Source: an optimization exercise on an open RTL-to-GDS flow (aim: small area, a short achievable clock period and few clock cycles per item). Production flows keep margins and buffers that such runs may drop. The RTL was checked by simulation tests, not by an equivalence proof against the original design. No activity file was given, so power comes from the tool's default toggle rates.

==> flow/design.v, too long to show whole: its modules and the start of the top module <==
// module fir_fa: 4 lines
// module fir_ha: 4 lines
// module fir_wrapper: 2603 lines
module fir_wrapper (
    input           wb_clk_i,
    input           wb_rst_i,
    input           wbs_stb_i,
    input           wbs_cyc_i,
    input           wbs_we_i,
    input   [3:0]   wbs_sel_i,
    input  [31:0]   wbs_dat_i,
    input  [31:0]   wbs_adr_i,
    output          wbs_ack_o,
    output [31:0]   wbs_dat_o
);
  // ...
==> flow/flow/run.sh <==
#!/bin/bash
set -e
cp standard.sh standard.sh.log
cp config.mk config.mk.orig.log
echo "export SETUP_SLACK_MARGIN = 6.5" >> config.mk
bash standard.sh > standard.log 2>&1
==> flow/standard.sh <==
#!/bin/bash
# synth_recipe.tcl (not shown) runs the flow's synth.tcl, then flattens the netlist and writes it again
# the make line also repeats each setting of config.mk as NAME=value (left out here)
make -C /OpenROAD-flow-scripts/flow DESIGN_CONFIG=/design/flow/config.mk WORK_HOME=/design/flow/orfs CLKGATE_MAP_FILE= SYNTH_SCRIPT=/design/flow/synth_recipe.tcl "${@:-finish}"
==> flow/config.mk <==
export PLATFORM = sky130hd
export DESIGN_NAME = fir_wrapper
export DESIGN_NICKNAME = fir_wrapper
export VERILOG_FILES = /design/flow/design.v
export SDC_FILE = /design/flow/constraint.sdc
export NUM_CORES = 4
export LEC_CHECK = 0
export CAP_MARGIN = 20
export CORE_MARGIN = 2
export CORE_UTILIZATION = 60
export CTS_CLUSTER_SIZE = 30
export SLEW_MARGIN = 20
export SYNTH_HIERARCHICAL = 1
export SYNTH_MINIMUM_KEEP_SIZE = 0
export SETUP_SLACK_MARGIN = 6.5
==> flow/constraint.sdc <==
create_clock -name core_clock -period 10.0 [get_ports {wb_clk_i}]
set_input_delay 2.0000 -clock core_clock [delete_from_list [all_inputs] [get_ports {wb_clk_i}]]
set_output_delay 2.0000 -clock core_clock [all_outputs]
set_load 0.01 [all_outputs]
==> notes.md, run 1 <==
* Mapped Cells at 4,936
* Ys flop type: dfxtp_1
* Largest power group: sequential cells
* Required time worst endpoint at 10.59 ns
* Yosys Warn Count at 7
* Vias in the first global route at 42.9k
* Grt met3 use at 12.1%
* Clk slew on worst S/H paths at 0.07 ns
* Sink Count at 976
* FP Rows at 113
* Signal buffers at 262
* Unique masters post-synth at 69
* Sw power at 4.54 mW
* Worst reg-to-reg path cell count at 8
* Setup CP Type: flip-flop to flip-flop
* Synth area leaders: dfxtp_1 (32%), fa_1 (24%), xnor2_1 (14%)
* Main combinational cell family by area after synthesis: adder cells
* Grt met2 use at 59.4%
* Hold Slack at 0.317 ns
* Setup bufs post-CTS at 18
* Syn_nets at 5,888
* CTS max path bufs at 3
* Largest net degree at the start of global routing at 70
* CP max stage delay at 0.53 ns
* Synth top area share at 31.8%
* Worst R2R Setup Slack at 6.46 ns
* Pre-CTS setup slack at 5.45 ns
* # setup viols final at 0
* Commonest non-fill, non-tap cell in the layout: xnor2_1
* DP HPWL at 119,000 um
* Post-DR wirelength/cell at 33.7 um
* Outcome: no timing/DRC/antenna violations
* Hold Crit Class: flip-flop to flip-flop
* Reg-to-reg startpoint: bone[1]$_DFFE_PN_
* Power Internal at 9.10 mW
Testbench counts, summed over its fixed seeds: cycles 5,120, items 1,280.
==> inputs of run 2 (changes only) <==
--- a/flow/design.v
+++ b/flow/design.v
@@ -42,17 +42,17 @@
   always @(posedge wb_clk_i or posedge wb_rst_i) begin
     if (wb_rst_i) begin
       ack_r <= 1'b0; init_r <= 1'b1; act <= 1'b0;
       ph <= 2'd0; icnt <= 4'd0;
     end else begin
       ph <= ph + 2'd1;
       ack_r <= req & ~ack_r & ~init_r & a_go;
       if (p3) begin
-        act  <= init_r | (req & ~ack_r & a_x);
+        act  <= init_r | take;
         if (init_r) icnt <= icnt + 4'd1;
         if (icnt == 4'd12) init_r <= 1'b0;
       end
     end
   end
   reg [3:0] mask_r;
   always @(posedge wb_clk_i) begin
     mask_r[0] <= wbs_adr_i[7];
@@ -62,27 +62,27 @@
   end
   wire [2:0] kj;    
   assign kj[0] = (wbs_adr_i[5:2] == 4'd0) | (wbs_adr_i[5:2] == 4'd3) | (wbs_adr_i[5:2] == 4'd6) | (wbs_adr_i[5:2] == 4'd9);
   assign kj[1] = (wbs_adr_i[5:2] == 4'd1) | (wbs_adr_i[5:2] == 4'd4) | (wbs_adr_i[5:2] == 4'd7) | (wbs_adr_i[5:2] == 4'd10);
   assign kj[2] = (wbs_adr_i[5:2] == 4'd2) | (wbs_adr_i[5:2] == 4'd5) | (wbs_adr_i[5:2] == 4'd8);
   reg [2:0] hw;
   always @(posedge wb_clk_i)
     hw <= {3{req & ~ack_r & ~init_r & a_h & h_ok}} & kj;
-  wire take = p3 & ~init_r & req & ~ack_r & a_x;
+  wire take = p3 & req & a_x;
   wire hold = ~p3;
   wire [32:0] xe = {wbs_dat_i, 1'b0};
   reg [15:0] bone, btwo, bneg;
   integer d;
   always @(posedge wb_clk_i)
     if (!hold)
       for (d = 0; d < 16; d = d + 1) begin
         bone[d] <= take & (xe[2*d+1] ^ xe[2*d]);
         btwo[d] <= take & ((xe[2*d+2] & ~xe[2*d+1] & ~xe[2*d]) | (~xe[2*d+2] & xe[2*d+1] & xe[2*d]));
-        bneg[d] <= take & xe[2*d+2];
+        bneg[d] <= xe[2*d+2];    
       end
   reg [31:0] H0_0, S0_0;
   reg [31:0] H0_1, S0_1;
   reg [31:0] H0_2, S0_2;
   reg [31:0] H0_3, S0_3;
   reg [31:0] H1_0, S1_0;
   reg [31:0] H1_1, S1_1;
   reg [31:0] H1_2, S1_2;
==> run 2 against run 1 <==
Against the previous run: still clean on timing, DRC and antenna; synthesized area fell by 0.58%; sequential power rose by 8.0%; register-to-register slack improved by 0.03 ns; die area fell by 0.58%; routed wire length fell by 3.6%; total power rose by 38%; design area fell by 0.83%; fmax rose by 0.82%; core utilization fell by 0.36 points; critical endpoint is now pr2[67]$_DFF_P_; highest routed layer unchanged.
==> notes.md, run 2 <==
* Outcome: no timing/DRC/antenna violations
* CP dominant cell by count: fa_1
* P&R area growth vs syn at 11.9%
* Die Height at 314 um
* Io pins at 106
* Mapped Cells at 4,874 (-1.3%)
* Die width at 314 um
* CTS tree: done
* Area leader, netlist: dfxtp_1
* Initial Util at 60.5%
* Synth area leaders: dfxtp_1 (32%), fa_1 (24%), xnor2_1 (14%)
* Unique masters post-synth at 69 (unchanged)
* CTS Buf Count at 102
* Worst skew pair latency at 0.71 ns
* DR vias/cell at 6.68
* Final WL at 201,000 um
* FP Rows at 113 (unchanged)
* Commonest non-fill, non-tap cell in the layout: xnor2_1
* Ys flop type: dfxtp_1
* Rel. slew slack at 38.5%
* CTS max path bufs at 3 (unchanged)
* Root Buffer: clkbuf_16
* Max_cap viols at 0
* Die area at 98,300 sq um
* Routed vias at 40.7k
* Sink Count at 976 (unchanged)
* Setup TNS at 0 ns
* Final hold vios at 0
* # setup viols final at 0 (unchanged)
* Register area share after synthesis at 34.9%
* H-tree depth at 3
* Gr usage total at 39.3%
* M1 GR Usage at 49.2%
* Post-DR wirelength/cell at 32.9 um (-2.4%)
* Clk_skew at 0.0231 ns
* Global route total overflow at 0
* Initial DRC Count at 5,576
* Peak VDD IR at 0.000299 V
* Global-route wire length before repair at 279,000 um
* Port bufs at 75
* Pre-CTS setup slack at 5.61 ns (+0.160 ns)
* Post-DP Area at 58,800 sq um
* #FFs+latches synth at 976
* Most common cell in the synthesized netlist: xnor2_1
* Setup CP Type: flip-flop to flip-flop
* Largest net degree at the start of global routing at 86 (+23%)
* Yosys Warn Count at 7 (unchanged)
* Pleak at 23.5 nW
* Most frequent cells in the layout: xnor2_1 (931), dfxtp_1 (865), a22oi_1 (751)
* CP Cell Sequence: buf_12 -> buf_12 -> xnor2_1 -> fa_1 -> fa_1 -> fa_1 -> fa_1
* CTS Hold Buffers Added at 0
* Max-slew violation count at 0
* Layout cells sized above 1 at 13.1%
* Hold Crit Class: flip-flop to flip-flop
* Clk slew on worst S/H paths at 0.07 ns (about the same)
* Startpoint types: flip-flop
* Top Registers: pr0: 80 flops, pr1: 80 flops, pr2: 80 flops
* Grt met2 use at 58.9% (-0.44 points)
* Post-route cell area at 64,300 sq um
* Tmin final at 3.51 ns
* Slew @ Worst Pin at 0.922 ns
* Core area at 95,000 sq um
* Required time worst endpoint at 10.56 ns (-0.03 ns)
* Grt met3 use at 12.1% (-0.035 points)
* Pwr dens at 293 nW/um^2
* Fmax at 285 MHz
* Synthesized area per cell at 11.8 sq um
* Synthesized area at 57,500 sq um
* Fin crit share at 35.1%
* CP max stage delay at 0.59 ns (+0.06 ns)
* RSZ-0062 raised after global routing: true
* Syn_nets at 5,826 (-1.1%)
* DP HPWL at 116,000 um (-2.5%)
* Crit path DAT at 4.07 ns
* Initial DRT Pass Iterations at 11
* # fillers at 7,144
* Asr flop ratio synth at 0.922%
* Post-synth EDFFs at 48
* Layout net count at 5,692
* Final setup margin at 6.49 ns
* Synth top area share at 32.0% (+0.19 points)
* Global route hottest layer: met2
* CP Max Fanout at 35
* Top cells by count, synth: xnor2_1 (932), dfxtp_1 (919), a22oi_1 (768), fa_1 (693), clkbuf_1 (356)
* Vias in the first global route at 42.1k (-2.0%)
* # DRC at 0
* Antenna Nets Post-Route at 0
* Initial antenna violation count at 8
* Routability Congestion at 0.881
* CP max-delay cell: fa_1
* Setup crit end kind: flip-flop
run 2: changes by cell type after synthesis, sizes merged, moves of 6 or more:
cell    change
and2       -15
and3        +6
buf         +7
clkbuf     -14
nand3       +6
nor2       -15
o21a        -6
xor2        +7
run 2: critical path, delay by kind of cell, from the launching register on:
family	cells	cell delay (ns)
xor+xnor	1	0.18
fa+ha+maj	4	2.03
buf+inv	2	0.69
flops	1	0.39
run 2: kinds of logic (layout without fill, tap and decap cells):
| family | count (synthesis) | after routing | share of synthesized area (%) |
|---|---|---|---|
| AOI/OAI and AO/OA | 994 | 994 | 12.5 |
| xor gates and xnor gates | 976 | 976 | 14.9 |
| adders and majority gates | 879 | 879 | 28.2 |
| buffers and inverters | 527 | 479 | 3.45 |
| DFF | 976 | 976 | 34.9 |
| muxes | 161 | 161 | 3.15 |
| other | 0 | 9 | 0 |
| and+or+nand+nor | 361 | 361 | 2.90 |
run 2: worst paths after layout:
kind	from	end	slack, ns	cells past startpoint
worst max register to register	bneg[5]$_DFFE_PN_	pr2[67]$_DFF_P_	6.49	7
max in group asynchronous	wb_rst_i	init_r$_DFFE_PP1P_	8.14	2
min in group asynchronous	wb_rst_i	icnt[3]$_DFFE_PP0P_	1.56	2
worst min-delay path	H1_1[21]$_DFF_P_	H1_0[21]$_DFF_P_	0.31	0
worst min register to register	H1_1[21]$_DFF_P_	H1_0[21]$_DFF_P_	0.31	0
worst max-delay path	bneg[5]$_DFFE_PN_	pr2[67]$_DFF_P_	6.49	7
run 2: layout make-up:
cell class                      instances  area [sq um]  share of cell area, %
Inverter                               53           199                  0.309
Multi-Input combinational cell       3371         35700                   55.4
Sequential cell                       976         20200                   31.4
Tap cell                             1265          1580                   2.46
Clock inverter                         48           648                   1.01
Antenna cell                            9          22.5                 0.0350
Clock buffer                          142          3000                   4.66
Timing Repair Buffer                  236          3060                   4.76
run 2: report_power, final:
group / switching [mW] / internal (mW) / leakage (nW)
registers: 0.695 / 5.27 / 8.12
clock network: 1.66 / 2.44 / 1.79
logic: 4.84 / 3.92 / 13.6
run 2: per-layer routing:
layer / up-vias / wire length [um] / share of wire (%)
met4: 6 / 16700 / 8.3
met2: 3206 / 85700 / 43
met5: - / 36 / 0.018
met1: 20300 / 73000 / 36
met3: 908 / 25100 / 13
li1: 16300 / - / -
run 2: stage by stage:
step	hold slack (ns)	total power, mW	cells	utilization [%]
after floorplan	0.310	12.0	4874	-
after CTS	0.314	18.7	6060	66.8
after detailed placement	0.312	14.5	5839	61.9
final	0.307	18.8	6100	67.7
after global placement	0.310	14.4	5839	61.9
after global routing	0.322	20.1	6091	67.7
run 2: Yosys stat by module (local to each module, per instance):
module,flip-flops and latches,area [sq um],cells inside,copies in the design
fir_ha,0,12.5,1,105
fir_wrapper,976,42300,4076,1
fir_fa,0,20.0,1,693
run 2: timing repair:
action	in CTS	in global routing
pin swaps	2	14
resized for setup	244	133
setup endpoints to repair	271	131
setup buffers	23	12
gates cloned	8	19
Testbench counts of run 2, summed over its fixed seeds: cycles 5,120, items 1,280.
==> inputs of run 3 (changes only) <==
==> flow/flow/run.sh (replaced) <==
#!/bin/bash
set -e
cp standard.sh standard.sh.log
cp config.mk config.mk.orig.log
echo "export SETUP_SLACK_MARGIN = 6.5" >> config.mk
bash standard.sh MATCH_CELL_FOOTPRINT=0 finish > standard.log 2>&1
==> run 3 against run 2 <==
Against the previous run: clock skew grew 0.0047 ns; sequential share of layout area hardly changed; fmax shrank 2.5%; cell count fell by 0.23%; total power shrank 0.58%; worst hold slack improved by 0.0023 ns; combinational power is 0.7% lower; setup slack got worse by 0.089 ns; register-to-register slack worse by 0.04 ns; synthesized cell count stayed put; core utilization hardly changed; highest routed layer unchanged.
==> notes.md, run 3 <==
* Outcome: no timing/DRC/antenna violations
* Post-Layout Cell Count at 6,086 (-0.23%)
* Unique masters post-synth at 69 (unchanged)
* Required time worst endpoint at 8.00 ns (-2.56 ns)
* Vias in the first global route at 41.3k (-1.7%)
* Layout net count at 5,686 (-0.11%)
* Max_cap viols at 0 (unchanged)
* Yosys Warn Count at 7 (unchanged)
* Layout cells sized above 1 at 12.8% (-0.31 points)
* Io pins at 106 (unchanged)
* Final WL at 198,000 um (-1.4%)
* Antenna Nets Post-Route at 0 (unchanged)
* Worst reg-to-reg path cell count at 6 (-1)
* H-tree depth at 3 (unchanged)
* Most common cell in the synthesized netlist: xnor2_1
* Synthesized area at 57,500 sq um (unchanged)
* #FFs+latches synth at 976 (unchanged)
* Fin crit share at 36.0% (+0.89 points)
* Setup crit end kind: output pin
* Synth Area in XOR/XNOR at 14.9% (unchanged)
* CP Cell Sequence: buf_6 -> buf_6 -> and2_4 -> buf_6
* Max-slew violation count at 0 (unchanged)
* Peak VDD IR at 0.000315 V (+5.4%)
* CP Max Fanout at 5 (-86%)
* FP Rows at 113 (unchanged)
* Pre-CTS setup slack at 5.46 ns (-0.157 ns)
* Sink Count at 976 (unchanged)
* Rel. slew slack at 39.5% (+0.90 points)
* Main combinational cell family by area after synthesis: adder cells
* Global route total overflow at 0 (unchanged)
* Post-route cell area at 64,300 sq um (about the same)
* CP max stage delay at 0.37 ns (-0.22 ns)
* Hold Crit Class: flip-flop to flip-flop
* Post-DR wirelength/cell at 32.5 um (-1.2%)
* # setup viols final at 0 (unchanged)
* Global-route wire length before repair at 276,000 um (-1.2%)
* Die area at 98,300 sq um (unchanged)
* Final setup margin at 6.40 ns (-0.0888 ns)
* Pwr dens at 291 nW/um^2 (-0.52%)
* Clk_skew at 0.0278 ns (+0.00472 ns)
* Synthesized area per cell at 11.8 sq um (unchanged)
* CTS max path bufs at 3 (unchanged)
* Root Buffer: clkbuf_16
* Area leader, netlist: dfxtp_1
* Top delay family on crit path: flip-flops
* Initial Util at 60.5% (unchanged)
* Core area at 95,000 sq um (unchanged)
* Clk slew on worst S/H paths at 0.06 ns (about the same)
* # DRC at 0 (unchanged)
* Startpoint types: flip-flop
* Setup CP Type: flip-flop to output pin
* CTS tree: done
* Mapped Cells at 4,874 (unchanged)
* Pleak at 23.6 nW (+0.35%)
* Initial DRC Count at 5,193 (-6.9%)
* Syn_nets at 5,826 (unchanged)
* Buffer and inverter count on the worst path at 3 (+1)
* Gr usage total at 38.7% (-0.56 points)
* Levels on crit path at 4 (-3)
* DR vias/cell at 6.60 (-1.2%)
* Synth Area in Adders at 28.2% (unchanged)
* Crit path DAT at 1.60 ns (-2.47 ns)
* Post-Synth Simple-Gate Area at 2.90% (unchanged)
* CTS Buf Count at 102 (unchanged)
* Synth area leaders: dfxtp_1 (32%), fa_1 (24%), xnor2_1 (14%)
* Setup TNS at 0 ns (unchanged)
* Ys flop type: dfxtp_1
* Die Height at 314 um (unchanged)
* Commonest non-fill, non-tap cell in the layout: xnor2_1
* Port bufs at 75 (unchanged)
* Post-synth EDFFs at 48 (unchanged)
* Routed vias at 40.1k (-1.5%)
* Initial DRT Pass Iterations at 9 (-2)
* Most frequent cells in the layout: xnor2_1 (930), dfxtp_1 (869), a22oi_1 (746)
* Mux contribution to synthesized area at 3.15% (unchanged)
* Asr flop ratio synth at 0.922% (unchanged)
* P&R area growth vs syn at 11.9% (about the same)
* RSZ-0062 raised after global routing: true
* Largest net degree at the start of global routing at 92 (+7.0%)
* Register area share after synthesis at 34.9% (unchanged)
* CP max-delay cell: dfxtp_4
* Top Registers: pr0: 80 flops, pr1: 80 flops, pr2: 80 flops
* CP dominant cell by count: buf_6
* Synth Area in Compound Gates at 12.5% (unchanged)
* Slew @ Worst Pin at 0.908 ns (-0.0135 ns)
* Final hold vios at 0 (unchanged)
* Synth top area share at 32.0% (unchanged)
* Die width at 314 um (unchanged)
* Top cells by count, synth: xnor2_1 (932), dfxtp_1 (919), a22oi_1 (768), fa_1 (693), clkbuf_1 (356)
* Fmax at 278 MHz (-2.5%)
* Worst skew pair latency at 0.71 ns (about the same)
* Hold path cells at 0 (unchanged)
* Tmin final at 3.60 ns (+0.0888 ns)
* Placed cell count at 5,831 (-0.14%)
* Routability Congestion at 0.889 (+0.86%)
* Initial antenna violation count at 3 (-5)
* Post-DP Area at 58,800 sq um (about the same)
* DP HPWL at 115,000 um (-0.71%)
run 3: cell counts after synthesis:
No cell type changed its count.
run 3: Yosys stat by module, one instance, submodules excluded:
module | flops+latches | area [sq um] | copies in the design | cells
fir_ha | 0 | 12.5 | 105 | 1
fir_wrapper | 976 | 42300 | 1 | 4076
fir_fa | 0 | 20.0 | 693 | 1
run 3: final timing paths:
check	slack [ns]	end	from
min reg2reg	0.31	H2_1[13]$_DFF_P_	H2_2[13]$_DFF_P_
max	6.40	wbs_dat_o[12]	mask_r[1]$_DFF_P_
max reg2reg	6.45	pr2[67]$_DFF_P_	bneg[1]$_DFFE_PN_
min	0.31	H2_1[13]$_DFF_P_	H2_2[13]$_DFF_P_
min in group asynchronous	1.55	icnt[3]$_DFFE_PP0P_	wb_rst_i
max in group asynchronous	8.15	init_r$_DFFE_PP1P_	wb_rst_i
run 3: cells by family after synthesis:
family,count (synthesis)
buffers and inverters,527
XOR/XNOR,976
adder cells (fa/ha/maj),879
multiplexers,161
AO/OA/AOI/OAI,994
flip-flops,976
AND/OR/NAND/NOR,361
run 3: report_power, final:
part / leakage [nW] / internal [mW] / switching [mW]
Combinational: 13.7 / 3.92 / 4.78
Clock: 1.75 / 2.42 / 1.65
Sequential: 8.12 / 5.27 / 0.673
Total: 23.6 / 11.6 / 7.10
run 3: final cells by class:
type | instances | area [sq um]
Sequential cell | 976 | 20200
Multi-Input combinational cell | 3371 | 35700
Tap cell | 1265 | 1580
Antenna cell | 3 | 7.51
Fill cell | 7206 | 30700
Timing Repair Buffer | 230 | 3030
Clock inverter | 50 | 691
Inverter | 53 | 199
Clock buffer | 138 | 2920
run 3: through the flow:
step / total power [mW] / util, % / hold WS, ns
after detailed placement: 14.4 / 61.8 / 0.312
after floorplan: 12.0 / - / 0.310
after CTS: 18.6 / 66.8 / 0.307
after global routing: 20.0 / 67.7 / 0.319
after global placement: 14.3 / 61.8 / 0.309
final: 18.7 / 67.7 / 0.310
run 3: what timing repair did:
item	CTS	global route
endpoints found under the setup margin	278	98
pin swaps	2	14
gates resized for setup	213	151
hold buffers	0	0
gates cloned	7	15
setup buffers	26	16
run 3: worst register-to-register path, stage by stage (launching register included):
cell	delay, ns
edfxtp_1	0.40
buf_16	0.49
xnor2_1	0.45
fa_1	0.61
fa_1	0.46
fa_1	0.57
fa_1	0.45
run 3: routing by layer:
metal  GRT usage (%)  up-vias  routed length (um)
li1                -    16300                   -
met1            49.9    20100               73100
met2            58.7     2942               86600
met3            10.3      778               23700
met4            23.6        4               14300
met5           0.193        -                  22
==> inputs of run 4 (changes only) <==
==> flow/flow/run.sh (replaced) <==
#!/bin/bash
set -e
cp standard.sh standard.sh.log
cp config.mk config.mk.orig.log
echo "export SETUP_SLACK_MARGIN = 6.5" >> config.mk
bash standard.sh > standard.log 2>&1
--- a/flow/config.mk
+++ b/flow/config.mk
@@ -7,7 +7,7 @@
 export LEC_CHECK = 0
 export CAP_MARGIN = 20
 export CORE_MARGIN = 2
-export CORE_UTILIZATION = 60
+export CORE_UTILIZATION = 70
 export CTS_CLUSTER_SIZE = 30
 export SLEW_MARGIN = 20
 export SYNTH_HIERARCHICAL = 1
==> run 4 against run 3 <==
Against the previous run: critical path type unchanged; setup slack improved by 0.013 ns; sequential share of layout area grew 0.39 points; cell count fell by 3.5%; combinational power is 2% higher; core utilization up 10 points.
==> notes.md, run 4 <==
* CP max stage delay at 0.40 ns (+0.03 ns)
* Die Height at 291 um (-7.3%)
* Max_cap viols at 0 (unchanged)
* CTS tree: done
* Worst r2r dst: pr0[45]$_DFF_P_
* Largest net degree at the start of global routing at 92 (unchanged)
* Hold path cells at 0 (unchanged)
* Synth area leaders: dfxtp_1 (32%), fa_1 (24%), xnor2_1 (14%)
* Worst R2R Setup Slack at 6.50 ns (+0.05 ns)
* Synthesized area per cell at 11.8 sq um (unchanged)
* Setup TNS at 0 ns (unchanged)
* CTS max path bufs at 3 (unchanged)
* CP dominant cell by count: buf_6
* Hold Slack at 0.310 ns (+0.000193 ns)
* Worst skew pair latency at 0.71 ns (about the same)
* Port bufs at 75 (unchanged)
* Pleak at 23.2 nW (-1.7%)
* Routed vias at 40.7k (+1.5%)
* Pwr dens at 293 nW/um^2 (+0.62%)
* P&R area growth vs syn at 10.4%
* Mapped Cells at 4,874 (unchanged)
* Commonest non-fill, non-tap cell in the layout: xnor2_1
* Multi-input logic area at 35,600 sq um (-0.19%)
* H-tree depth at 3 (unchanged)
* Peak VDD IR at 0.000282 V (-11%)
* FP Rows at 105 (-7.1%)
* Top Registers: pr0: 80 flops, pr1: 80 flops, pr2: 80 flops
* CP max-delay cell: dfxtp_4
* Die area at 84,400 sq um (-14%)
* Core area at 81,700 sq um (-14%)
* Final WL at 187,000 um (-5.6%)
* Root Buffer: clkbuf_16
* RSZ-0062 raised after global routing: true
* Die width at 291 um (-7.3%)
* Outcome: no timing/DRC/antenna violations
* Io pins at 106 (unchanged)
* WHS Endpoint: H1_0[23]$_DFF_P_
* Post-Layout Cell Count at 5,870 (-3.5%)
* Unique masters post-synth at 69 (unchanged)
* DP HPWL at 111,000 um (-3.8%)
* Initial Util at 70.3% (+9.8 points)
* Register area share after synthesis at 34.9% (unchanged)
* Max-slew violation count at 0 (unchanged)
* Synth top area share at 32.0% (unchanged)
* Worst reg-to-reg path cell count at 6 (unchanged)
* Sink Count at 976 (unchanged)
* Asr flop ratio synth at 0.922% (unchanged)
* Top delay family on crit path: flip-flops
* HP Start: H1_1[23]$_DFF_P_
* # DRC at 0 (unchanged)
* Most frequent cells in the layout: xnor2_1 (928), dfxtp_1 (868), a22oi_1 (764)
* Levels on crit path at 4 (unchanged)
* Hold Crit Class: flip-flop to flip-flop
* Layout net count at 5,666 (-0.35%)
* Final hold vios at 0 (unchanged)
* Storage element area at 20,200 sq um (about the same)
* Yosys Warn Count at 7 (unchanged)
* Ys flop type: dfxtp_1
* #FFs+latches synth at 976 (unchanged)
* Initial DRC Count at 5,642 (+8.6%)
* Global route total overflow at 0 (unchanged)
* Fin crit share at 35.8% (-0.13 points)
* Initial DRT Pass Iterations at 7 (-2)
* Setup CP Type: flip-flop to output pin
* Syn_nets at 5,826 (unchanged)
* CTS Hold Buffers Added at 0 (unchanged)
* Global-route wire length before repair at 267,000 um (-3.2%)
* Reg-to-reg startpoint: bneg[1]$_DFFE_PN_
* Placed cell count at 5,645 (-3.2%)
* Post-synth EDFFs at 48 (unchanged)
* Layout cells sized above 1 at 12.0% (-0.86 points)
* Initial antenna violation count at 4 (+1)
* Buffer and inverter count on the worst path at 3 (unchanged)
* Synthesized area at 57,500 sq um (unchanged)
* Antenna Nets Post-Route at 0 (unchanged)
* Most common cell in the synthesized netlist: xnor2_1
* Clk slew on worst S/H paths at 0.06 ns (about the same)
* CP Cell Sequence: buf_6 -> buf_6 -> and2_4 -> buf_6
* Tmin final at 3.58 ns (-0.0130 ns)
* Rel. slew slack at 19.5% (-20 points)
* Area leader, netlist: dfxtp_1
* Slew @ Worst Pin at 1.21 ns (+0.299 ns)
* Required time worst endpoint at 8.00 ns (about the same)
* Setup crit end kind: output pin
* Fmax at 279 MHz (+0.36%)
* Clk_skew at 0.0300 ns (+0.00226 ns)
* Crit path DAT at 1.58 ns (-0.02 ns)
* Gr usage total at 42.9% (+4.2 points)
* # fillers at 5,229 (-27%)
* Vias in the first global route at 42.8k (+3.6%)
* CTS Buf Count at 96 (-5.9%)
* Post-DR wirelength/cell at 31.8 um (-2.2%)
* Startpoint types: flip-flop
* CP Max Fanout at 4 (-1)
* Top cells by count, synth: xnor2_1 (932), dfxtp_1 (919), a22oi_1 (768), fa_1 (693), clkbuf_1 (356)
* Routability Congestion at 0.930 (+4.7%)
* # setup viols final at 0 (unchanged)
* DR vias/cell at 6.94 (+5.2%)
run 4: worst reg2reg max path, cell delays in order, from the launching register on:
cell	delay, ns
edfxtp_1	0.40
clkbuf_16	0.35
xnor2_1	0.56
fa_1	0.48
fa_1	0.58
fa_1	0.51
fa_1	0.48
run 4: report_power, final:
group,switching [mW],internal [mW],leakage [nW]
Combinational,4.93,3.92,13.4
Clock,1.65,2.19,1.64
Sequential,0.619,5.28,8.11
run 4: worst max path at each step:
stage	startpoint	endpoint
after floorplan	bneg[9]$_DFFE_PN_	pr1[67]$_DFF_P_
after global placement	wbs_adr_i[2]	ack_r$_DFF_PP0_
after detailed placement	wbs_adr_i[2]	hw[2]$_DFF_P_
after CTS	mask_r[1]$_DFF_P_	wbs_dat_o[8]
after global routing	mask_r[1]$_DFF_P_	wbs_dat_o[8]
final	mask_r[1]$_DFF_P_	wbs_dat_o[8]
run 4: modules after synthesis, one instance, submodules excluded:
module,flip-flops and latches,times used
fir_wrapper,976,1
fir_fa,0,693
fir_ha,0,105
run 4: logic make-up (layout without fill, tap and decap cells):
| kind of cell | Yosys count | count (layout) | share of synthesized area (%) |
|---|---|---|---|
| XOR/XNOR | 976 | 976 | 14.9 |
| adder cells (fa/ha/maj) | 879 | 879 | 28.2 |
| other | 0 | 5 | 0 |
| AND/OR/NAND/NOR | 361 | 361 | 2.90 |
| multiplexers | 161 | 161 | 3.15 |
| AO/OA/AOI/OAI | 994 | 994 | 12.5 |
| buffers and inverters | 527 | 448 | 3.45 |
| flip-flops | 976 | 976 | 34.9 |
run 4: metrics by stage:
step	total power, mW	setup slack (ns)	instance area (sq um)	util, %
4_1_cts	18.4	6.40	62700	76.8
3_3_place_gp	14.2	5.48	58600	71.7
3_5_place_dp	14.4	5.46	58600	71.7
6_report	18.6	6.42	63500	77.7
5_1_grt	19.8	6.39	63500	77.7
2_1_floorplan	12.0	6.48	57500	-
run 4: what timing repair did:
action / 4_1_cts / 5_1_grt
pin swaps: 1 / 5
resized for setup: 241 / 106
setup endpoints to repair: 273 / 146
buffers inserted: 15 / 7
cloned: 5 / 14
run 4: final cells by class:
type | instances | area share [%]
multi-input combinational | 3371 | 56.1
sequential | 976 | 31.8
timing repair buffer | 216 | 4.33
clock buffer | 135 | 4.30
tap | 1070 | 2.11
clock inverter | 44 | 1.04
inverter | 53 | 0.313
antenna | 5 | 0.0197
run 4: metal layers:
metal / wire (um) / GRT usage, % / part of all wire [%] / vias up
met5: 230 / 0.170 / 0.12 / -
met4: 15900 / 29.7 / 8.5 / 6
met3: 25700 / 13.1 / 14 / 996
met2: 79500 / 64.4 / 43 / 3514
met1: 65200 / 53.5 / 35 / 19900
li1: - / - / - / 16300
==> inputs of run 5 (changes only) <==
==> flow/flow/run.sh (replaced) <==
#!/bin/bash
set -e
cp standard.sh standard.sh.log
cp config.mk config.mk.orig.log
echo "export SETUP_SLACK_MARGIN = 6.65" >> config.mk
bash standard.sh > standard.log 2>&1
--- a/flow/config.mk
+++ b/flow/config.mk
@@ -12,4 +12,4 @@
 export SLEW_MARGIN = 20
 export SYNTH_HIERARCHICAL = 1
 export SYNTH_MINIMUM_KEEP_SIZE = 0
-export SETUP_SLACK_MARGIN = 6.5
+export SETUP_SLACK_MARGIN = 6.65
==> run 5 against run 4 <==
Against the previous run: largest cell class unchanged; die area unchanged; synthesized cell count unchanged; worst hold slack worse by 0.0042 ns; via count up 4.7%; cell count up 1.2%; clock power down 1%; sequential power about the same; flip-flop and latch count unchanged; critical path depth up 5; design area up 4.5%; combinational power up 4.7%; sequential share of layout area down 1.3 points.
==> notes.md, run 5 <==
* Required time worst endpoint at 10.58 ns (+2.58 ns)
* CP max-delay cell: fa_2
* Core area at 81,700 sq um (unchanged)
* Worst r2r dst: pr2[67]$_DFF_P_
* # DRC at 0 (unchanged)
* Mapped Cells at 4,874 (unchanged)
* Tmin final at 3.53 ns (-0.0526 ns)
* Post-DP Area at 58,500 sq um (about the same)
* Ys flop type: dfxtp_1
* Commonest non-fill, non-tap cell in the layout: xnor2_1
* Synthesized area at 57,500 sq um (unchanged)
* Outcome: no timing/DRC/antenna violations
* Pwr dens at 286 nW/um^2 (-2.3%)
* Layout net count at 5,739 (+1.3%)
* CTS Buf Count at 95 (-1.0%)
* RSZ-0062 raised after global routing: true
* Hold path cells at 0 (unchanged)
* Final hold vios at 0 (unchanged)
* CTS max path bufs at 3 (unchanged)
* WHS Endpoint: H2_0[15]$_DFF_P_
* Worst R2R Setup Slack at 6.47 ns (-0.03 ns)
* Die Height at 291 um (unchanged)
* Final WL at 209,000 um (+12%)
* Max_cap viols at 0 (unchanged)
* Global route total overflow at 0 (unchanged)
* Initial antenna violation count at 5 (+1)
* Initial DRC Count at 6,558 (+16%)
* Global-route wire length before repair at 280,000 um (+4.8%)
* Startpoint types: flip-flop
* Vias in the first global route at 42.9k (+0.16%)
* Fin crit share at 35.3% (-0.53 points)
* Unique masters post-synth at 69 (unchanged)
* Post-DR wirelength/cell at 35.2 um (+11%)
* Rel. slew slack at 29.6% (+10 points)
* Gr usage total at 45.6% (+2.7 points)
* Asr flop ratio synth at 0.922% (unchanged)
* Setup crit end kind: flip-flop
* Synth area leaders: dfxtp_1 (32%), fa_1 (24%), xnor2_1 (14%)
* Synthesized area per cell at 11.8 sq um (unchanged)
* Io pins at 106 (unchanged)
* Die area at 84,400 sq um (unchanged)
* Fmax at 283 MHz (+1.5%)
* Pleak at 24.2 nW (+4.2%)
* CP dominant cell by count: fa_2
* Reg-to-reg startpoint: bone[1]$_DFFE_PN_
* Routability Congestion at 0.906 (-2.6%)
* DP HPWL at 110,000 um (-0.10%)
* DR vias/cell at 7.18 (+3.5%)
* Largest net degree at the start of global routing at 67 (-27%)
* Top cells by count, synth: xnor2_1 (932), dfxtp_1 (919), a22oi_1 (768), fa_1 (693), clkbuf_1 (356)
* Clk slew on worst S/H paths at 0.07 ns (about the same)
* Root Buffer: clkbuf_16
* #FFs+latches synth at 976 (unchanged)
* Routed vias at 42.6k (+4.7%)
* Most frequent cells in the layout: xnor2_1 (886), dfxtp_1 (863), a22oi_1 (590)
* Initial DRT Pass Iterations at 11 (+4)
* CP max stage delay at 0.63 ns (+0.23 ns)
* Synth top area share at 32.0% (unchanged)
* Hold Crit Class: flip-flop to flip-flop
* Setup CP Type: flip-flop to flip-flop
* Worst reg-to-reg path cell count at 9 (+3)
* Initial Util at 70.3% (unchanged)
* CP Max Fanout at 10 (+6)
* Syn_nets at 5,826 (unchanged)
* Post-route cell area at 66,400 sq um (+4.5%)
* CP Cell Sequence: buf_4 -> buf_6 -> buf_16 -> a22oi_2 -> xnor2_2 -> fa_2 -> fa_2 -> fa_2 -> fa_2
* Crit path DAT at 4.11 ns (+2.53 ns)
* H-tree depth at 3 (unchanged)
* Slew @ Worst Pin at 1.04 ns (-0.163 ns)
* Antenna Nets Post-Route at 0 (unchanged)
* FP Rows at 105 (unchanged)
* Sink Count at 976 (unchanged)
* # fillers at 4,651 (-11%)
* Most common cell in the synthesized netlist: xnor2_1
* # setup viols final at 0 (unchanged)
* Layout cells sized above 1 at 21.4% (+9.5 points)
* Worst skew pair latency at 0.71 ns (about the same)
* Post-synth EDFFs at 48 (unchanged)
* Yosys Warn Count at 7 (unchanged)
* Max-slew violation count at 0 (unchanged)
* Port bufs at 75 (unchanged)
* CTS tree: done
* Setup TNS at 0 ns (unchanged)
* HP Start: H2_1[15]$_DFF_P_
* Clk_skew at 0.0309 ns (+0.000913 ns)
* P&R area growth vs syn at 15.5%
* Peak VDD IR at 0.000326 V (+16%)
* Top Registers: pr0: 80 flops, pr1: 80 flops, pr2: 80 flops
* Area leader, netlist: dfxtp_1
* Die width at 291 um (unchanged)
* Register area share after synthesis at 34.9% (unchanged)
-- run 5: cell types whose count changed in the layout (fill, tap and decap cells not counted), moves of 42 or more --
cell	previous run	this run
a22oi_2	4	178
xnor2_2	4	46
a22oi_1	764	590
fa_2	2	135
xnor2_1	928	886
fa_1	691	558
-- run 5: how the worst max path moves through the flow --
stage / from / endpoint / cells past startpoint
2_1_floorplan: ph[1]$_DFF_PP0_ / pr1[67]$_DFF_P_ / 10
3_3_place_gp: wbs_adr_i[2] / hw[0]$_DFF_P_ / 8
3_5_place_dp: wbs_adr_i[2] / ack_r$_DFF_PP0_ / 8
4_1_cts: mask_r[1]$_DFF_P_ / wbs_dat_o[9] / 3
5_1_grt: bone[1]$_DFFE_PN_ / pr2[67]$_DFF_P_ / 9
6_report: bone[1]$_DFFE_PN_ / pr2[67]$_DFF_P_ / 9
-- run 5: logic make-up after synthesis --
logic type	Yosys count	share of synthesized area, %
compound gates	994	12.5
xor+xnor	976	14.9
flops	976	34.9
fa+ha+maj	879	28.2
buf+inv	527	3.45
simple gates	361	2.90
mux	161	3.15
-- run 5: what timing repair did --
item | 4_1_cts | 5_1_grt
setup buffers | 41 | 30
gates resized for setup | 399 | 464
hold buffers | 0 | 0
cloned | 21 | 27
endpoints found under the setup margin | 280 | 176
pin swaps | 27 | 190
-- run 5: per-module statistics from Yosys, one instance, submodules excluded --
module       times used  cells inside  cell area [sq um]  flops+latches
fir_wrapper           1          4076              42300            976
fir_fa              693             1               20.0              0
fir_ha              105             1               12.5              0
-- run 5: metrics by stage --
step / power, mW / hold WS, ns / setup WS (ns) / utilization (%) / instances
2_1_floorplan: 12.0 / 0.310 / 6.62 / - / 4874
3_3_place_gp: 14.2 / 0.310 / 5.48 / 71.6 / 5641
3_5_place_dp: 14.4 / 0.312 / 5.42 / 71.6 / 5641
4_1_cts: 18.4 / 0.305 / 6.49 / 77.9 / 5880
5_1_grt: 20.1 / 0.318 / 6.46 / 81.2 / 5937
6_report: 19.0 / 0.306 / 6.47 / 81.2 / 5941
-- run 5: layout make-up --
class / instances / area (sq um) / share of cell area [%]
antenna: 4 / 10.0 / 0.0151
clock buffer: 128 / 2650 / 4.00
clock inverter: 49 / 624 / 0.941
inverter: 53 / 199 / 0.300
multi-input combinational: 3371 / 37300 / 56.1
sequential: 976 / 20200 / 30.4
tap: 1070 / 1340 / 2.02
timing repair buffer: 290 / 4090 / 6.17
-- run 5: critical path, delay by kind of cell (launching register included) --
kind | cells | cell delay, ns
AO/OA/AOI/OAI | 1 | 0.23
XOR/XNOR | 1 | 0.12
adder cells (fa/ha/maj) | 4 | 2.09
buffers and inverters | 3 | 0.50
flip-flops | 1 | 0.47
-- run 5: where the power goes --
part / total, mW / switching [mW] / internal, mW
logic: 9.27 / 5.14 / 4.13
clock network: 3.80 / 1.63 / 2.17
registers: 5.92 / 0.647 / 5.27
total: 19.0 / 7.41 / 11.6
-- run 5: metal layers --
metal,part of all wire (%),track usage (%)
met1,33,55.9
met3,15,16.6
met4,10,32.4
met2,41,66.9
met5,0.059,0.567
==> inputs of run 6 (changes only) <==
==> flow/flow/run.sh (replaced) <==
#!/bin/bash
set -e
cp standard.sh standard.sh.log
cp config.mk config.mk.orig.log
echo "export SETUP_SLACK_MARGIN = 6.5" >> config.mk
bash standard.sh > standard.log 2>&1
--- a/flow/config.mk
+++ b/flow/config.mk
@@ -8,8 +8,9 @@
 export CAP_MARGIN = 20
 export CORE_MARGIN = 2
 export CORE_UTILIZATION = 70
-export CTS_CLUSTER_SIZE = 30
+export CTS_CLUSTER_DIAMETER = 60
+export CTS_CLUSTER_SIZE = 40
 export SLEW_MARGIN = 20
 export SYNTH_HIERARCHICAL = 1
 export SYNTH_MINIMUM_KEEP_SIZE = 0
-export SETUP_SLACK_MARGIN = 6.65
+export SETUP_SLACK_MARGIN = 6.5
==> run 6 against run 5 <==
Against the previous run: die area did not move; largest cell class unchanged; synthesized cell count did not move; worst hold slack improved by 0.0036 ns; non-clock buffer count fell by 61; clock skew rose by 0.019 ns; fmax fell by 1.7%; cell count fell by 1.8%; core utilization fell by 4.0 points; critical endpoint is now wbs_dat_o[11]; critical path type is now flip-flop to output pin; synthesized area did not move; sequential power barely moved; design area fell by 4.9%.
==> notes.md, run 6 <==
* DP HPWL at 111,000 um (+0.10%)
* Clk_skew at 0.0502 ns (+0.0193 ns)
* Gr usage total at 42.7% (-2.9 points)
* Layout cells sized above 1 at 12.1% (-9.4 points)
* Worst R2R Setup Slack at 6.48 ns (about the same)
* Setup crit end kind: output pin
* Setup CP Type: flip-flop to output pin
* Initial antenna violation count at 3 (-2)
* #FFs+latches synth at 976 (unchanged)
* Synthesized area per cell at 11.8 sq um (unchanged)
* CTS max path bufs at 3 (unchanged)
* Antenna Nets Post-Route at 0 (unchanged)
* Final hold vios at 0 (unchanged)
* Post-DP Area at 58,600 sq um (about the same)
* Initial DRC Count at 6,048 (-7.8%)
* Register area share after synthesis at 34.9% (unchanged)
* Peak VDD IR at 0.000304 V (-6.7%)
* CP Max Fanout at 4 (-6)
* Syn_nets at 5,826 (unchanged)
* Ys flop type: dfxtp_1
* Slew @ Worst Pin at 1.14 ns (+0.100 ns)
* RSZ-0062 raised after global routing: true
* Max_cap viols at 0 (unchanged)
* Layout net count at 5,656 (-1.4%)
* Most common cell in the synthesized netlist: xnor2_1
* Routed vias at 40.9k (-4.2%)
* Synth top area share at 32.0% (unchanged)
* Pleak at 23.0 nW (-4.8%)
* P&R area growth vs syn at 9.83%
* Worst reg-to-reg path cell count at 8 (-1)
* Final setup margin at 6.41 ns (-0.0620 ns)
* Fin crit share at 35.9% (+0.62 points)
* Final WL at 188,000 um (-10%)
* Post-synth EDFFs at 48 (unchanged)
* Required time worst endpoint at 8.00 ns (-2.58 ns)
* Port bufs at 75 (unchanged)
* Initial Util at 70.3% (unchanged)
* Tmin final at 3.59 ns (+0.0620 ns)
* Mapped Cells at 4,874 (unchanged)
* Max-slew violation count at 0 (unchanged)
* Crit path DAT at 1.59 ns (-2.52 ns)
* Sink Count at 976 (unchanged)
* # setup viols final at 0 (unchanged)
* Root Buffer: clkbuf_16
* Startpoint types: flip-flop
* Worst skew pair latency at 0.70 ns (about the same)
* Initial DRT Pass Iterations at 10 (-1)
* Worst Setup EP: wbs_dat_o[11]
* Outcome: no timing/DRC/antenna violations
* Unique masters post-synth at 69 (unchanged)
* Post-DR wirelength/cell at 32.2 um (-8.5%)
* Post-route cell area at 63,100 sq um (-4.9%)
* Buffer and inverter count on the worst path at 3 (unchanged)
* Top delay family on crit path: flip-flops
* Yosys Warn Count at 7 (unchanged)
* Clk slew on worst S/H paths at 0.09 ns (+0.02 ns)
* Reg-to-reg startpoint: bone[6]$_DFFE_PN_
* Asr flop ratio synth at 0.922% (unchanged)
* CTS Buf Count at 73 (-23%)
* Critical Path Start: mask_r[1]$_DFF_P_
* Routability Congestion at 0.930 (+2.6%)
* Fmax at 278 MHz (-1.7%)
* Hold Slack at 0.309 ns (+0.00358 ns)
* Global-route wire length before repair at 266,000 um (-5.1%)
* Pre-CTS setup slack at 5.46 ns (+0.0407 ns)
* CP max stage delay at 0.41 ns (-0.22 ns)
* Worst r2r dst: pr1[42]$_DFF_P_
* DR vias/cell at 7.00 (-2.5%)
* Largest net degree at the start of global routing at 92 (+37%)
* Area leader, netlist: dfxtp_1
* Top cells by count, synth: xnor2_1 (932), dfxtp_1 (919), a22oi_1 (768), fa_1 (693), clkbuf_1 (356)
* Die area at 84,400 sq um (unchanged)
* CTS tree: done
* Die width at 291 um (unchanged)
* Synth area leaders: dfxtp_1 (32%), fa_1 (24%), xnor2_1 (14%)
* Io pins at 106 (unchanged)
* Rel. slew slack at 23.7% (-6.0 points)
* Vias in the first global route at 42.5k (-0.99%)
* CP Cell Sequence: buf_6 -> buf_6 -> and2_4 -> buf_6
* # DRC at 0 (unchanged)
* Die Height at 291 um (unchanged)
* Synthesized area at 57,500 sq um (unchanged)
* Final Core Density at 77.2% (-4.0 points)
* FP Rows at 105 (unchanged)
* CP dominant cell by count: buf_6
* Most frequent cells in the layout: xnor2_1 (925), dfxtp_1 (867), a22oi_1 (756)
* Commonest non-fill, non-tap cell in the layout: xnor2_1
* H-tree depth at 3 (unchanged)
* Setup TNS at 0 ns (unchanged)
* Levels on crit path at 4 (-5)
* Global route total overflow at 0 (unchanged)
* CP max-delay cell: dfxtp_4
* Top Registers: pr0: 80 flops, pr1: 80 flops, pr2: 80 flops
* Hold Crit Class: flip-flop to flip-flop
* CTS Hold Buffers Added at 0 (unchanged)
* # fillers at 5,255 (+13%)
* Core area at 81,700 sq um (unchanged)
* Pwr dens at 286 nW/um^2 (about the same)
## run 6: cell counts after synthesis
No cell type changed its count.
## run 6: layout make-up
cell class / count / area [sq um] / area share, %
diodes: 4 / 10.0 / 0.0159
flip-flops and latches: 976 / 20200 / 31.9
inverters: 53 / 199 / 0.315
well taps: 1070 / 1340 / 2.12
multi-input cells: 3371 / 35700 / 56.5
repair buffers: 229 / 2960 / 4.68
clock buffers: 82 / 1980 / 3.13
clock inverters: 51 / 806 / 1.28
## run 6: what timing repair did
item	CTS	global route
setup buffers	20	10
resized for setup	242	137
gates cloned	5	19
endpoints found under the setup margin	273	157
pin swaps	2	8
## run 6: cells by family (layout without fill, tap and decap cells)
group,count (synthesis),in the layout,share of synthesized area (%)
xor+xnor,976,976,14.9
compound gates,994,994,12.5
flops,976,976,34.9
mux,161,161,3.15
fa+ha+maj,879,879,28.2
simple gates,361,361,2.90
buf+inv,527,415,3.45
other cells,0,4,0
## run 6: stage by stage
stage	power, mW	cells
after floorplan	12.0	4874
after global placement	14.2	5645
after detailed placement	14.4	5645
after CTS	17.8	5803
after global routing	19.2	5832
final	18.1	5836
## run 6: per-layer routing
| layer | share of wire, % | wire length [um] | vias up | global-route usage (%) |
|---|---|---|---|---|
| li1 | - | - | 16200 | - |
| met3 | 14 | 25900 | 1045 | 13.7 |
| met1 | 35 | 65100 | 20000 | 53.4 |
| met5 | 0.082 | 154 | - | 0 |
| met4 | 9.2 | 17300 | 6 | 29.0 |
| met2 | 42 | 79600 | 3517 | 63.7 |
## run 6: where the power goes
| group | switching, mW | internal [mW] |
|---|---|---|
| sequential | 0.622 | 5.27 |
| combinational | 4.93 | 3.93 |
| clock | 1.72 | 1.59 |
## run 6: how the worst min path moves through the flow
stage	depth (start not counted)	startpoint	to
2_1_floorplan	0	H0_1[0]$_DFF_P_	H0_0[0]$_DFF_P_
3_3_place_gp	0	H2_1[16]$_DFF_P_	H2_0[16]$_DFF_P_
3_5_place_dp	0	H0_1[5]$_DFF_P_	H0_0[5]$_DFF_P_
4_1_cts	0	H2_1[13]$_DFF_P_	H2_0[13]$_DFF_P_
5_1_grt	0	H2_1[13]$_DFF_P_	H2_0[13]$_DFF_P_
6_report	0	H2_1[13]$_DFF_P_	H2_0[13]$_DFF_P_
## run 6: worst reg2reg max path, cell delays in order, from the launching register on
cell and delay (ns):
edfxtp_1 0.42, buf_12 0.14, buf_6 0.46, a22oi_1 0.21
xnor2_1 0.18, fa_1 0.60, fa_1 0.47, fa_1 0.42
fa_1 0.48
## run 6: Yosys stat by module, one instance, submodules excluded
module,copies in the design,flip-flops and latches,cells,area [sq um]
fir_fa,693,0,1,20.0
fir_wrapper,1,976,4076,42300
fir_ha,105,0,1,12.5
==> inputs of run 7 (changes only) <==
==> flow/flow/run.sh (replaced) <==
#!/bin/bash
set -e
cp standard.sh standard.sh.log
cp config.mk config.mk.orig.log
echo "export SETUP_SLACK_MARGIN = 6.55" >> config.mk
bash standard.sh > standard.log 2>&1
--- a/flow/config.mk
+++ b/flow/config.mk
@@ -7,10 +7,9 @@
 export LEC_CHECK = 0
 export CAP_MARGIN = 20
 export CORE_MARGIN = 2
-export CORE_UTILIZATION = 70
-export CTS_CLUSTER_DIAMETER = 60
-export CTS_CLUSTER_SIZE = 40
+export CORE_UTILIZATION = 65
+export CTS_CLUSTER_SIZE = 30
 export SLEW_MARGIN = 20
 export SYNTH_HIERARCHICAL = 1
 export SYNTH_MINIMUM_KEEP_SIZE = 0
-export SETUP_SLACK_MARGIN = 6.5
+export SETUP_SLACK_MARGIN = 6.55
==> run 7 against run 6 <==
Against the previous run: synthesized cell count stayed put; sequential power about the same; design area rose by 2.7%; sequential share of layout area shrank 0.82 points; global-route usage shrank 1.5 points; flip-flop and latch count stayed put; first-iteration DRC count decreased by 5.8%; total power is 3.7% higher; setup slack improved by 0.051 ns; routed wire length is 4.5% higher; clock power grew 22%; cell count increased by 3.0%; critical path type unchanged; largest cell class unchanged; highest routed layer unchanged.
==> notes.md, run 7 <==
* CTS Hold Buffers Added at 0 (unchanged)
* # setup viols final at 0 (unchanged)
* Largest net degree at the start of global routing at 86 (-6.5%)
* Top cells by count, synth: xnor2_1 (932), dfxtp_1 (919), a22oi_1 (768), fa_1 (693), clkbuf_1 (356)
* WHS Endpoint: S1_2[14]$_DFF_P_
* Post-route cell area at 64,800 sq um (+2.7%)
* Reg-to-reg startpoint: bone[1]$_DFFE_PN_
* Io pins at 106 (unchanged)
* Initial DRT Pass Iterations at 10 (unchanged)
* Gr usage total at 41.2% (-1.5 points)
* Mapped Cells at 4,874 (unchanged)
* DR vias/cell at 6.78 (-3.1%)
* Commonest non-fill, non-tap cell in the layout: xnor2_1
* Initial Util at 65.3% (-5.0 points)
* FP Rows at 109 (+3.8%)
* Synthesized area per cell at 11.8 sq um (unchanged)
* Rel. slew slack at 30.0% (+6.3 points)
* Clk_skew at 0.0272 ns (-0.0231 ns)
* Final Core Density at 73.7% (-3.6 points)
* Most frequent cells in the layout: xnor2_1 (917), dfxtp_1 (869), a22oi_1 (711)
* Most common cell in the synthesized netlist: xnor2_1
* Worst reg-to-reg path cell count at 9 (+1)
* Synth top area share at 32.0% (unchanged)
* Post-synth EDFFs at 48 (unchanged)
* P&R area growth vs syn at 12.7%
* Post-DP Area at 58,700 sq um (+0.21%)
* Syn_nets at 5,826 (unchanged)
* Tmin final at 3.54 ns (-0.0511 ns)
* Synth area leaders: dfxtp_1 (32%), fa_1 (24%), xnor2_1 (14%)
* CTS tree: done
* Required time worst endpoint at 8.00 ns (about the same)
* #FFs+latches synth at 976 (unchanged)
* RSZ-0062 raised after global routing: true
* DP HPWL at 113,000 um (+2.4%)
* Final hold vios at 0 (unchanged)
* Synthesized area at 57,500 sq um (unchanged)
* Placed cell count at 5,739 (+1.7%)
* Global route total overflow at 0 (unchanged)
* Post-DR wirelength/cell at 32.7 um (+1.4%)
* Ys flop type: dfxtp_1
* CP Max Fanout at 5 (+1)
* Pwr dens at 289 nW/um^2 (+1.0%)
* Initial antenna violation count at 4 (+1)
* Asr flop ratio synth at 0.922% (unchanged)
* Max-slew violation count at 0 (unchanged)
* Setup TNS at 0 ns (unchanged)
* Setup CP Type: flip-flop to output pin
* Slew @ Worst Pin at 1.04 ns (-0.105 ns)
* Die area at 90,800 sq um (+7.6%)
* Pleak at 23.7 nW (+3.0%)
* HP Start: S1_1[14]$_DFF_P_
* Vias in the first global route at 41.7k (-1.8%)
* Initial DRC Count at 5,697 (-5.8%)
* Worst R2R Setup Slack at 6.52 ns (+0.04 ns)
* CTS Buf Count at 99 (+36%)
* Final WL at 196,000 um (+4.5%)
* Yosys Warn Count at 7 (unchanged)
* Die Height at 301 um (+3.7%)
* Top Registers: pr0: 80 flops, pr1: 80 flops, pr2: 80 flops
* Routed vias at 40.8k (-0.22%)
* Die width at 301 um (+3.7%)
* Crit path DAT at 1.54 ns (-0.05 ns)
* Fin crit share at 35.4% (-0.51 points)
* Core area at 88,000 sq um (+7.6%)
* # fillers at 6,093 (+16%)
* Worst r2r dst: pr1[54]$_DFF_P_
* Outcome: no timing/DRC/antenna violations
* Register area share after synthesis at 34.9% (unchanged)
* Routability Congestion at 0.912 (-2.0%)
* Area leader, netlist: dfxtp_1
* Clk slew on worst S/H paths at 0.06 ns (-0.03 ns)
* Setup crit end kind: output pin
* Unique masters post-synth at 69 (unchanged)
* Antenna Nets Post-Route at 0 (unchanged)
* Peak VDD IR at 0.000480 V (+58%)
* Fmax at 282 MHz (+1.4%)
* Sink Count at 976 (unchanged)
* Port bufs at 75 (unchanged)
* Hold path cells at 0 (unchanged)
* Max_cap viols at 0 (unchanged)
* Worst skew pair latency at 0.72 ns (+0.02 ns)
* Layout cells sized above 1 at 15.7% (+3.6 points)
* # DRC at 0 (unchanged)
* Layout net count at 5,711 (+0.97%)
* Final setup margin at 6.46 ns (+0.0511 ns)
* Hold Crit Class: flip-flop to flip-flop
* Startpoint types: flip-flop
* Pre-CTS setup slack at 5.45 ns (-0.00203 ns)
* Post-Layout Cell Count at 6,010 (+3.0%)
* CTS max path bufs at 3 (unchanged)
* Global-route wire length before repair at 271,000 um (+2.2%)
* H-tree depth at 3 (unchanged)
* Root Buffer: clkbuf_16
[run 7: changes by cell type in the layout (fill, tap and decap cells not counted), moves of 15 or more]
cell,previous run,this run
clkbuf_16,97,117
a22oi_2,12,57
fa_2,1,37
bufinv_16,0,15
fa_1,692,656
clkinv_2,1,18
a22oi_1,756,711
[run 7: how the worst max path moves through the flow]
stage,from,to
floorplan,act$_DFFE_PP0N_,pr0[16]$_DFF_P_
detailed placement,ph[0]$_DFF_PP0_,pr1[27]$_DFF_P_
CTS,mask_r[1]$_DFF_P_,wbs_dat_o[9]
global placement,ph[0]$_DFF_PP0_,pr1[27]$_DFF_P_
global route,mask_r[1]$_DFF_P_,wbs_dat_o[9]
finish,mask_r[1]$_DFF_P_,wbs_dat_o[9]
[run 7: where the power goes]
| group | internal [mW] | switching, mW |
|---|---|---|
| combinational | 3.93 | 4.83 |
| sequential | 5.27 | 0.646 |
| clock | 2.33 | 1.71 |
| total | 11.5 | 7.19 |
[run 7: logic make-up (layout without fill, tap and decap cells)]
group | count (synthesis) | in the layout | synth area share (%)
buf+inv | 527 | 497 | 3.45
compound gates | 994 | 994 | 12.5
xor+xnor | 976 | 976 | 14.9
simple gates | 361 | 361 | 2.90
flops | 976 | 976 | 34.9
other cells | 0 | 1 | 0
fa+ha+maj | 879 | 879 | 28.2
mux | 161 | 161 | 3.15
[run 7: area by class of cell]
class / count / area [sq um] / share of cell area, %
repair buffers: 258 / 3320 / 5.12
multi-input cells: 3371 / 36100 / 55.7
well taps: 1165 / 1460 / 2.25
inverters: 53 / 199 / 0.307
clock buffers: 118 / 2660 / 4.10
flip-flops and latches: 976 / 20200 / 31.1
clock inverters: 68 / 925 / 1.43
diodes: 1 / 2.50 / 0.00386
[run 7: critical path, cell delays in order, from the launching register on]
cell and delay (ns):
dfxtp_4 0.45, buf_6 0.14, and2_1 0.11, buf_2 0.12
[run 7: through the flow]
| stage | power (mW) | hold slack (ns) |
|---|---|---|
| after floorplan | 12.0 | 0.310 |
| after global placement | 14.2 | 0.309 |
| after detailed placement | 14.3 | 0.312 |
| after CTS | 18.5 | 0.307 |
| after global routing | 19.9 | 0.312 |
| final | 18.7 | 0.310 |
[run 7: Yosys stat by module (local to each module, per instance)]
module	flip-flops and latches	cells inside	cell area [sq um]	times used
fir_wrapper	976	4076	42300	1
fir_fa	0	1	20.0	693
fir_ha	0	1	12.5	105
[run 7: per-layer routing]
metal / GRT usage (%) / vias up / part of all wire [%]
met4: 26.6 / 16 / 8.6
met3: 12.1 / 928 / 13
met1: 52.3 / 20200 / 36
li1: - / 16300 / -
met2: 61.6 / 3307 / 43
met5: 0 / - / 0.11
[run 7: repair_timing]
item                       CTS  global route
gates cloned                 9            18
setup endpoints to repair  273           144
resized for setup          333           208
pin swaps                    5            51
setup buffers               25            32

-- afterwards: timing with drivers on the ports --
How much do the figures lean on ideal ports? The routed layouts below were timed once more, with nothing changed but the port constraints.
Step 1: set_driving_cell puts a clkbuf_16 on wb_clk_i and a buf_2 on each other input, an assumption about the parent block.
Step 2 times the ports against the registers' clock, not the clock port: input delays grow and output delays shrink by t, the midpoint of the rising clock arrivals with the driver on.
Three values: ideal ports, drivers, drivers and shift; two values: the first two.
run | shift t [ns] | setup WS [ns] | hold slack, ns | latest minus earliest clock arrival (ns) | pins driven straight from the clock port
run 1 | 0.790 | 6.465 / 6.439 / 5.831 | 0.317 / 0.317 / 0.317 | 0.030 / 0.030 | 1
run 2 | 0.774 | 6.493 / 6.456 / 5.921 | 0.307 / 0.307 / 0.307 | 0.025 / 0.025 | 1
run 3 | 0.777 | 6.405 / 6.328 / 5.974 | 0.310 / 0.310 / 0.310 | 0.030 / 0.030 | 1
run 4 | 0.770 | 6.418 / 6.345 / 6.000 | 0.310 / 0.310 / 0.310 | 0.031 / 0.031 | 1
run 5 | 0.771 | 6.470 / 6.417 / 6.187 | 0.306 / 0.306 / 0.306 | 0.031 / 0.032 | 1
run 6 | 0.742 | 6.408 / 6.341 / 5.996 | 0.309 / 0.309 / 0.309 | 0.051 / 0.051 | 1
run 7 | 0.779 | 6.459 / 6.385 / 6.030 | 0.310 / 0.310 / 0.310 | 0.028 / 0.028 | 1
After both steps every run listed still meets setup and hold. For run 1, which loses most, drivers alone change the setup slack by -0.026 ns; drivers and shift together by -0.634 ns.
